This design comes from an exercise in tuning for small area on the open sky130 flow, not from production work.
Only simulation tests tie the RTL to the original design; equivalence was not proved.
The flow treats the clock pin as an ideal source, which a real chip does not have.

==> try-yarrow <==
==> flow/design.v <==
module sstv_pixel (
    input   [11:0]  freq,
    output  [1:0] color
);
    wire gt1700 = (freq > 12'd1700);
    wire gt1900 = (freq > 12'd1900);
    wire gt2100 = (freq > 12'd2100);
    assign color[1] = gt1900;
    assign color[0] = gt2100 || (gt1700 && !gt1900);
endmodule
module sstv_cal (
    input   clk,
    input   reset,
    input   frame_active,
    input   [11:0] freq,
    output  reg cal_active,
    output  reg cal_ok
);
    localparam [1:0] ST_IDLE  = 2'd0;
    localparam [1:0] ST_LEAD_A = 2'd1;
    localparam [1:0] ST_BREAK = 2'd2;
    localparam [1:0] ST_LEAD_B = 2'd3;
    localparam [15-1:0] SEED     = 15'd1;
    localparam [15-1:0] C_LEADER = 15'd22506;   
    localparam [15-1:0] C_BREAK  = 15'd10815;   
    reg [1:0]     state;
    reg [1:0]     next_state;
    reg [15-1:0]    cnt;
    reg           cnt_past;
    wire f1900 = (freq == 12'd1900);
    wire f1200 = (freq == 12'd1200);
    wire in_break = (state == ST_BREAK);
    wire tone = in_break ? f1200 : ((state != ST_IDLE) && f1900);
    wire at_thr = in_break ? (cnt == C_BREAK) : (cnt == C_LEADER);
    wire cnt_ge = cnt_past || at_thr;
    always @(*) begin
        case (state)
            ST_IDLE:   next_state = (f1900 && !frame_active) ? ST_LEAD_A : ST_IDLE;
            ST_LEAD_A: next_state = f1900 ? ST_LEAD_A :
                                    ((f1200 && cnt_ge) ? ST_BREAK : ST_IDLE);
            ST_BREAK:  next_state = f1200 ? ST_BREAK :
                                    ((f1900 && cnt_ge) ? ST_LEAD_B : ST_IDLE);
            default:   next_state = f1900 ? ST_LEAD_B : ST_IDLE;
        endcase
    end
    always @(posedge clk) begin
        state    <= reset ? ST_IDLE : next_state;
        cnt      <= tone ? {cnt[15-2:0], cnt[14] ^ cnt[13]} : SEED;
        cnt_past <= tone && cnt_ge;
    end
    always @(posedge clk)
        if (reset) begin
            cal_active <= 1'b0;
            cal_ok     <= 1'b0;
        end else begin
            cal_active <= (state != ST_IDLE);
            if (state == ST_LEAD_A)
                cal_ok <= 1'b0;
            else if ((state == ST_LEAD_B) && !f1900)
                cal_ok <= cnt_ge;
        end
endmodule
module sstv_vis (
    input   clk,
    input   reset,
    input   [11:0]  freq,
    input   cal_ok,
    output  reg [6:0] vis_code,
    output  reg valid
);
    localparam [1:0] ST_IDLE = 2'd0;
    localparam [1:0] ST_SYNC = 2'd1;
    localparam [1:0] ST_RECV = 2'd2;
    localparam [1:0] ST_PAR  = 2'd3;
    localparam [12-1:0] SEED   = 12'd1;
    localparam [12-1:0] V_HALF = 12'd2884;   
    localparam [12-1:0] V_FULL = 12'd2502;   
    reg [1:0]  state;
    reg [1:0]  next_state;
    reg [12-1:0] cnt;
    reg [8:0]  sr;
    reg        par;      
    wire f1100 = (freq == 12'd1100);
    wire f1200 = (freq == 12'd1200);
    wire f1300 = (freq == 12'd1300);
    wire at_half = (cnt == V_HALF);
    wire at_full = (cnt == V_FULL);
    wire all_bits = sr[0];
    always @(*) begin
        case (state)
            ST_IDLE: next_state = (cal_ok && f1200) ? ST_SYNC : ST_IDLE;
            ST_SYNC: next_state = at_full ? (all_bits ? ST_PAR : ST_RECV) :
                                  ((at_half && !f1200) ? ST_IDLE : ST_SYNC);
            ST_RECV: next_state = at_half ? ((f1100 || f1300) ? ST_RECV : ST_IDLE) :
                                  ((all_bits && at_full) ? ST_SYNC : ST_RECV);
            default: next_state = cal_ok ? ST_PAR : ST_IDLE;
        endcase
    end
    wire cnt_step = (state == ST_IDLE) ? f1200 :
                    ((state != ST_PAR) && !at_full);
    always @(posedge clk) begin
        state <= reset ? ST_IDLE : next_state;
        cnt   <= cnt_step ? {cnt[12-2:0], cnt[11] ^ cnt[10]} : SEED;
        if (state == ST_IDLE)
            sr <= 9'h100;
        else if ((state == ST_RECV) && at_half)
            sr <= {f1100, sr[8:1]};
        par <= (state != ST_IDLE) && (par ^ ((state == ST_RECV) && at_half && f1100));
    end
    always @(posedge clk)
        if (reset) begin
            vis_code <= 7'd0;
            valid    <= 1'b0;
        end else if (state == ST_SYNC) begin
            valid    <= 1'b0;
        end else if ((state == ST_PAR) && !par) begin
            vis_code <= sr[7:1];
            valid    <= 1'b1;
        end
endmodule
module sstv #(
    parameter simulate = 1
)   (
    input clk,
    input reset,
    input [11:0] freq,
    output  reg vid_write,
    output  [14:0]  vid_addr,
    output  reg [1:0]   vid_pixel,
    output  [6:0]   vis_code,
    output  vis_valid
);
    wire cal_active;
    wire cal_ok;
    localparam [1:0] SSTV_IDLE  = 2'd0;
    localparam [1:0] SSTV_CAL   = 2'd1;
    localparam [1:0] SSTV_VIS   = 2'd2;
    localparam [1:0] SSTV_FRAME = 2'd3;
    reg [1:0]   sstv_state;
    reg [1:0]   next_sstv_state;
    reg [5:0]   delay_counter;
    reg [6:0]   sstv_row;    
    reg [7:0]   col_r;       
    reg         col_clr;
    wire [1:0]  pixel_data;
    wire f_hsync  = (freq == 12'd1200);
    wire f_pixel  = (freq >= 12'd1500) && (freq <= 12'd2300);
    wire frame    = (sstv_state == SSTV_FRAME);
    wire [7:0] col = col_clr ? 8'd0 : col_r;
    wire row_end  = &sstv_row[6:3];                           
    wire col_end  = col_r[7] && (&col_r[4:0]) && !col_clr;    
    wire dly_mid  = delay_counter[4] && !delay_counter[3] && !delay_counter[2] &&
                    !delay_counter[1] && delay_counter[0];    
    wire dly_end  = delay_counter[5] && delay_counter[1] && delay_counter[0];   
    always @(*)
        case (sstv_state)
            SSTV_IDLE:  next_sstv_state = cal_active ? SSTV_CAL : SSTV_IDLE;
            SSTV_CAL:   next_sstv_state = cal_active ? SSTV_CAL :
                                          (cal_ok ? SSTV_VIS : SSTV_IDLE);
            SSTV_VIS:   next_sstv_state = vis_valid ? SSTV_FRAME :
                                          (cal_ok ? SSTV_VIS : SSTV_IDLE);
            default:    next_sstv_state = ((!cal_active && !cal_ok) || row_end) ?
                                          SSTV_IDLE : SSTV_FRAME;
        endcase
    always @(posedge clk)
        sstv_state <= reset ? SSTV_IDLE : next_sstv_state;
    wire pix_step = frame && f_pixel;
    wire advance  = pix_step && dly_end;
    always @(posedge clk) begin
        if (reset || (sstv_state == SSTV_IDLE)) begin
            sstv_row  <= 7'd0;
            col_r     <= 8'd0;
            col_clr   <= 1'b0;
            vid_write <= 1'b0;
        end else if (frame) begin
            if (f_hsync) begin
                col_clr <= 1'b1;
                col_r   <= col;
            end else begin
                col_clr <= 1'b0;
                if (advance) begin
                    col_r    <= col_end ? 8'd0 : col + 8'd1;
                    sstv_row <= sstv_row + {6'd0, col_end};
                end else
                    col_r    <= col;
            end
            if (f_pixel)
                vid_write <= dly_mid;
        end
        if ((sstv_state == SSTV_IDLE) || (frame && f_hsync) || advance)
            delay_counter <= 6'd1;
        else if (pix_step)
            delay_counter <= delay_counter + 6'd1;
        if (pix_step && dly_mid)
            vid_pixel <= pixel_data;
    end
    assign vid_addr = {sstv_row, 7'd0} + {2'd0, sstv_row, 5'd0} + {7'd0, col_r};
    sstv_cal CAL (
        .clk(clk),
        .reset(reset),
        .frame_active(frame),
        .freq(freq),
        .cal_active(cal_active),
        .cal_ok(cal_ok)
    );
    sstv_vis VIS (
        .clk(clk),
        .reset(reset),
        .freq(freq),
        .cal_ok(cal_ok),
        .vis_code(vis_code),
        .valid(vis_valid)
    );
    sstv_pixel PIX (
        .freq(freq),
        .color(pixel_data)
    );
endmodule
==> flow/flow/run.sh <==
#!/bin/bash
# Own layout flow: the standard flow (standard.sh) with
#  - no full/half-adder extraction before ABC (ADDER_MAP_FILE empty), and
#    ABC's combinational mapping run with an area script (flow/area.abc,
#    via flow/own_synth.tcl); registers are untouched,
#  - port buffers of the smallest buffer (buf_1) instead of clkdlybuf4s50_1,
#  - clock tree without dummy loads.
# standard.sh's full output goes to own_flow.log in this folder; ORFS's
# per-step logs stay under orfs/logs.
set -euo pipefail
W=$(pwd)
export OWN_WORK=$W
export OWN_ABC_SCRIPT=$W/flow/area.abc
bash "$W/standard.sh" \
  SYNTH_SCRIPT="$W/flow/own_synth.tcl" \
  ADDER_MAP_FILE= \
  "BUFFER_PORTS_ARGS=-buffer_cell sky130_fd_sc_hd__buf_1" \
  "CTS_ARGS=-sink_clustering_enable -repair_clock_nets -dont_use_dummy_load -buf_list {sky130_fd_sc_hd__clkbuf_4 sky130_fd_sc_hd__clkbuf_8}" \
  finish > "$W/own_flow.log" 2>&1
==> flow/flow/area.abc <==
strash
&get -n
&fraig -x
&put
scorr
dc2
strash
dch -f
amap
strash
dch -f
amap
strash
dch -f
amap
==> flow/flow/own_synth.tcl <==
# The standard synthesis (synth_recipe.tcl), with ABC's combinational mapping
# run with an area-oriented script (flow/area.abc) instead of ORFS's speed script.
# Registers are untouched: abc runs without -dff.
proc abc {args} {
  set i [lsearch $args -script]
  if {$i >= 0} { lset args [expr {$i + 1}] $::env(OWN_ABC_SCRIPT) }
  yosys abc {*}$args
}
source $::env(OWN_WORK)/synth_recipe.tcl
==> flow/standard.sh <==
#!/bin/bash
# synth_recipe.tcl (not shown) runs the flow's synth.tcl, then flattens the netlist and writes it again
# the make line also repeats each setting of config.mk as NAME=value (left out here)
make -C /OpenROAD-flow-scripts/flow DESIGN_CONFIG=/design/flow/config.mk WORK_HOME=/design/flow/orfs CLKGATE_MAP_FILE= SYNTH_SCRIPT=/design/flow/synth_recipe.tcl "${@:-finish}"
==> flow/config.mk <==
export PLATFORM = sky130hd
export DESIGN_NAME = sstv
export DESIGN_NICKNAME = sstv
export VERILOG_FILES = /design/flow/design.v
export SDC_FILE = /design/flow/constraint.sdc
export NUM_CORES = 4
export LEC_CHECK = 0
export CAP_MARGIN = 20
export CORE_MARGIN = 2
export CORE_UTILIZATION = 40
export SLEW_MARGIN = 20
==> flow/constraint.sdc <==
create_clock -name core_clock -period 10.0 [get_ports {clk}]
set_input_delay 2.0000 -clock core_clock [delete_from_list [all_inputs] [get_ports {clk}]]
set_output_delay 2.0000 -clock core_clock [all_outputs]
set_load 0.01 [all_outputs]
==> try-onyx: changes against try-yarrow <==
--- a/flow/design.v
+++ b/flow/design.v
@@ -22,5 +22,5 @@
     localparam [1:0] ST_LEAD_B = 2'd3;
-    localparam [15-1:0] SEED     = 15'd1;
-    localparam [15-1:0] C_LEADER = 15'd22506;   
-    localparam [15-1:0] C_BREAK  = 15'd10815;   
+    localparam [15-1:0] SEED     = 15'd23726;   
+    localparam [15-1:0] C_LEADER = 15'd32703;   
+    localparam [15-1:0] C_BREAK  = 15'd24511;   
     reg [1:0]     state;
@@ -74,5 +74,5 @@
     localparam [1:0] ST_PAR  = 2'd3;
-    localparam [12-1:0] SEED   = 12'd1;
-    localparam [12-1:0] V_HALF = 12'd2884;   
-    localparam [12-1:0] V_FULL = 12'd2502;   
+    localparam [12-1:0] SEED   = 12'd3505;   
+    localparam [12-1:0] V_HALF = 12'd4081;   
+    localparam [12-1:0] V_FULL = 12'd3839;   
     reg [1:0]  state;
==> flow/flow/run.sh (replaced) <==
#!/bin/bash
# Own layout flow: the standard flow (standard.sh) with
#  - no full/half-adder extraction before ABC (ADDER_MAP_FILE empty), and
#    ABC's combinational mapping run with an area script (with &deepsyn) (flow/area.abc,
#    via flow/own_synth.tcl); registers are untouched,
#  - port buffers of the smallest buffer (buf_1) instead of clkdlybuf4s50_1,
#  - clock tree of clkbuf_4 cells without dummy loads; flow/post_cts.tcl
#    upsizes any clock buffer whose flip-flop clock pins see a large slew.
# standard.sh's full output goes to own_flow.log in this folder; ORFS's
# per-step logs stay under orfs/logs.
set -euo pipefail
W=$(pwd)
export OWN_WORK=$W
export OWN_ABC_SCRIPT=$W/flow/area.abc
bash "$W/standard.sh" \
  SYNTH_SCRIPT="$W/flow/own_synth.tcl" \
  ADDER_MAP_FILE= \
  "BUFFER_PORTS_ARGS=-buffer_cell sky130_fd_sc_hd__buf_1" \
  "CTS_ARGS=-sink_clustering_enable -repair_clock_nets -dont_use_dummy_load -buf_list sky130_fd_sc_hd__clkbuf_4" \
  POST_CTS_TCL="$W/flow/post_cts.tcl" \
  finish > "$W/own_flow.log" 2>&1
--- a/flow/flow/area.abc
+++ b/flow/flow/area.abc
@@ -6,2 +6,5 @@
 dc2
+&get -n
+&deepsyn -T 60
+&put
 strash
==> flow/flow/post_cts.tcl (new file) <==
estimate_parasitics -placement
set changed 1
set rounds 0
while {$changed && $rounds < 4} {
  set changed 0
  incr rounds
  set seen {}
  foreach pin [get_pins -hierarchical */CLK] {
    set s [get_property $pin slew_max]
    if {$s <= 0.100} { continue }
    set net [get_nets -of_objects $pin]
    foreach drv [get_pins -of_objects $net -filter "direction == output"] {
      set inst [get_cells -of_objects $drv]
      set name [get_full_name $inst]
      if {[lsearch $seen $name] >= 0} { continue }
      lappend seen $name
      set ref [get_property $inst ref_name]
      set up ""
      if {$ref eq "sky130_fd_sc_hd__clkbuf_2"} { set up sky130_fd_sc_hd__clkbuf_4 }
      if {$ref eq "sky130_fd_sc_hd__clkbuf_4"} { set up sky130_fd_sc_hd__clkbuf_8 }
      if {$ref eq "sky130_fd_sc_hd__clkbuf_8"} { set up sky130_fd_sc_hd__clkbuf_16 }
      if {$up ne ""} {
        puts "post_cts: $name $ref -> $up (clock pin slew [format %.3f $s] ns)"
        replace_cell $inst $up
        set changed 1
      }
    }
  }
  estimate_parasitics -placement
}
detailed_placement
check_placement -verbose
Settings changed: CORE_UTILIZATION 40 to 60.
==> try-juniper: changes against try-yarrow <==
--- a/flow/design.v
+++ b/flow/design.v
@@ -81,3 +81,2 @@
     reg [8:0]  sr;
-    reg        par;      
     wire f1100 = (freq == 12'd1100);
@@ -107,3 +106,2 @@
             sr <= {f1100, sr[8:1]};
-        par <= (state != ST_IDLE) && (par ^ ((state == ST_RECV) && at_half && f1100));
     end
@@ -115,3 +113,3 @@
             valid    <= 1'b0;
-        end else if ((state == ST_PAR) && !par) begin
+        end else if ((state == ST_PAR) && !(^sr[8:1])) begin
             vis_code <= sr[7:1];
==> flow/run.sh (new file) <==
#!/bin/bash
# synth_recipe.tcl (not shown) runs the flow's synth.tcl, then flattens the netlist and writes it again
# the make line also repeats each setting of config.mk as NAME=value (left out here)
make -C /OpenROAD-flow-scripts/flow DESIGN_CONFIG=/design/flow/config.mk WORK_HOME=/design/flow/orfs CLKGATE_MAP_FILE= SYNTH_SCRIPT=/design/flow/synth_recipe.tcl finish
removed: flow/flow/run.sh
removed: flow/flow/area.abc
removed: flow/flow/own_synth.tcl
removed: flow/standard.sh
==> qor.csv <==
stage;metric;value;unit
logic_synthesis;Compound-Gate Fraction of Synth Area;0.1294;
cts;CTS hold repair buffers;0;
drt;DR iter-0 viols;155;
grt;largest net degree at the start of global routing;28;
finish;area of the multi-input gates;2390;um2
finish;multi-input logic portion of the cell area;0.4920;
grt;GR Util met3;0.03463;
critical_path;Critical Path AT;3.22;ns
finish;Seq area share;0.3256;
critical_path;Worst Setup End Kind;output port;
finish;seq_cells;78;
outcome;run status;timing/DRC/antenna clean;
That was try-juniper.
==> qor.csv <==
stage;metric;value;unit
finish;seq_cells;79;
cts;root buffer cell;clkbuf_8;
logic_synthesis;Compound-Gate Fraction of Synth Area;0.1745;
cts;CTS hold repair buffers;0;
finish;multi-input logic portion of the cell area;0.4062;
critical_path;Worst Setup End Kind;output port;
finish;area grow syn2layout;11.07;%
outcome;run status;timing/DRC/antenna clean;
finish;Seq area share;0.4297;
critical_path;CP cell instances;clkinv_1 > o22ai_1 > o22ai_1 > o21ai_0 > o21ai_0 > nand2_1 > o21ai_0 > nand2_1 > o21ai_0 > nand2_1 > o21ai_0 > a21oi_1 > nor2_1 > a21oi_1 > buf_1;
finish;area of the multi-input gates;1514;um2
drt;DR iter-0 viols;112;
critical_path;Setup crit end;vid_addr[13];
grt;largest net degree at the start of global routing;18;
sta;worst-margin pin slew;0.9329;ns
That was try-yarrow.
==> qor.csv <==
stage;metric;value;unit
finish;multi-input logic portion of the cell area;0.3882;
grt;largest net degree at the start of global routing;17;
finish;Seq area share;0.4513;
drt;DR iter-0 viols;128;
finish;seq_cells;79;
critical_path;Critical Path AT;5.70;ns
outcome;run status;timing/DRC/antenna clean;
critical_path;Worst Setup End Kind;register;
That was try-onyx.

afterwards: timing with drivers on the ports:
The results above use ideal ports. As a check the final layouts listed here were re-extracted and re-timed, cells and wires unchanged.
Step 1 assumes that a clkbuf_16 drives the clock port and a buf_2 every other input.
Step 2 also shifts input and output timing later by t, the mid clock arrival at the registers, as if the neighbouring blocks saw the same clock.
a / b / c = ideal / step 1 / step 2; a / b = the first two.
run | t, ns | setup slack, ns | hold WS [ns]
try-yarrow | 0.367 | 5.065 / 5.036 / 4.792 | 0.418 / 0.418 / 0.418
try-onyx | 0.416 | 4.597 / 4.599 / 4.182 | 0.429 / 0.429 / 0.429
try-juniper | 0.385 | 4.780 / 4.746 / 5.131 | 0.453 / 0.453 / 0.453
After both steps setup and hold are still met in every run listed. For try-onyx, which loses most, drivers alone change the setup slack by +0.002 ns; drivers and shift together by -0.415 ns.
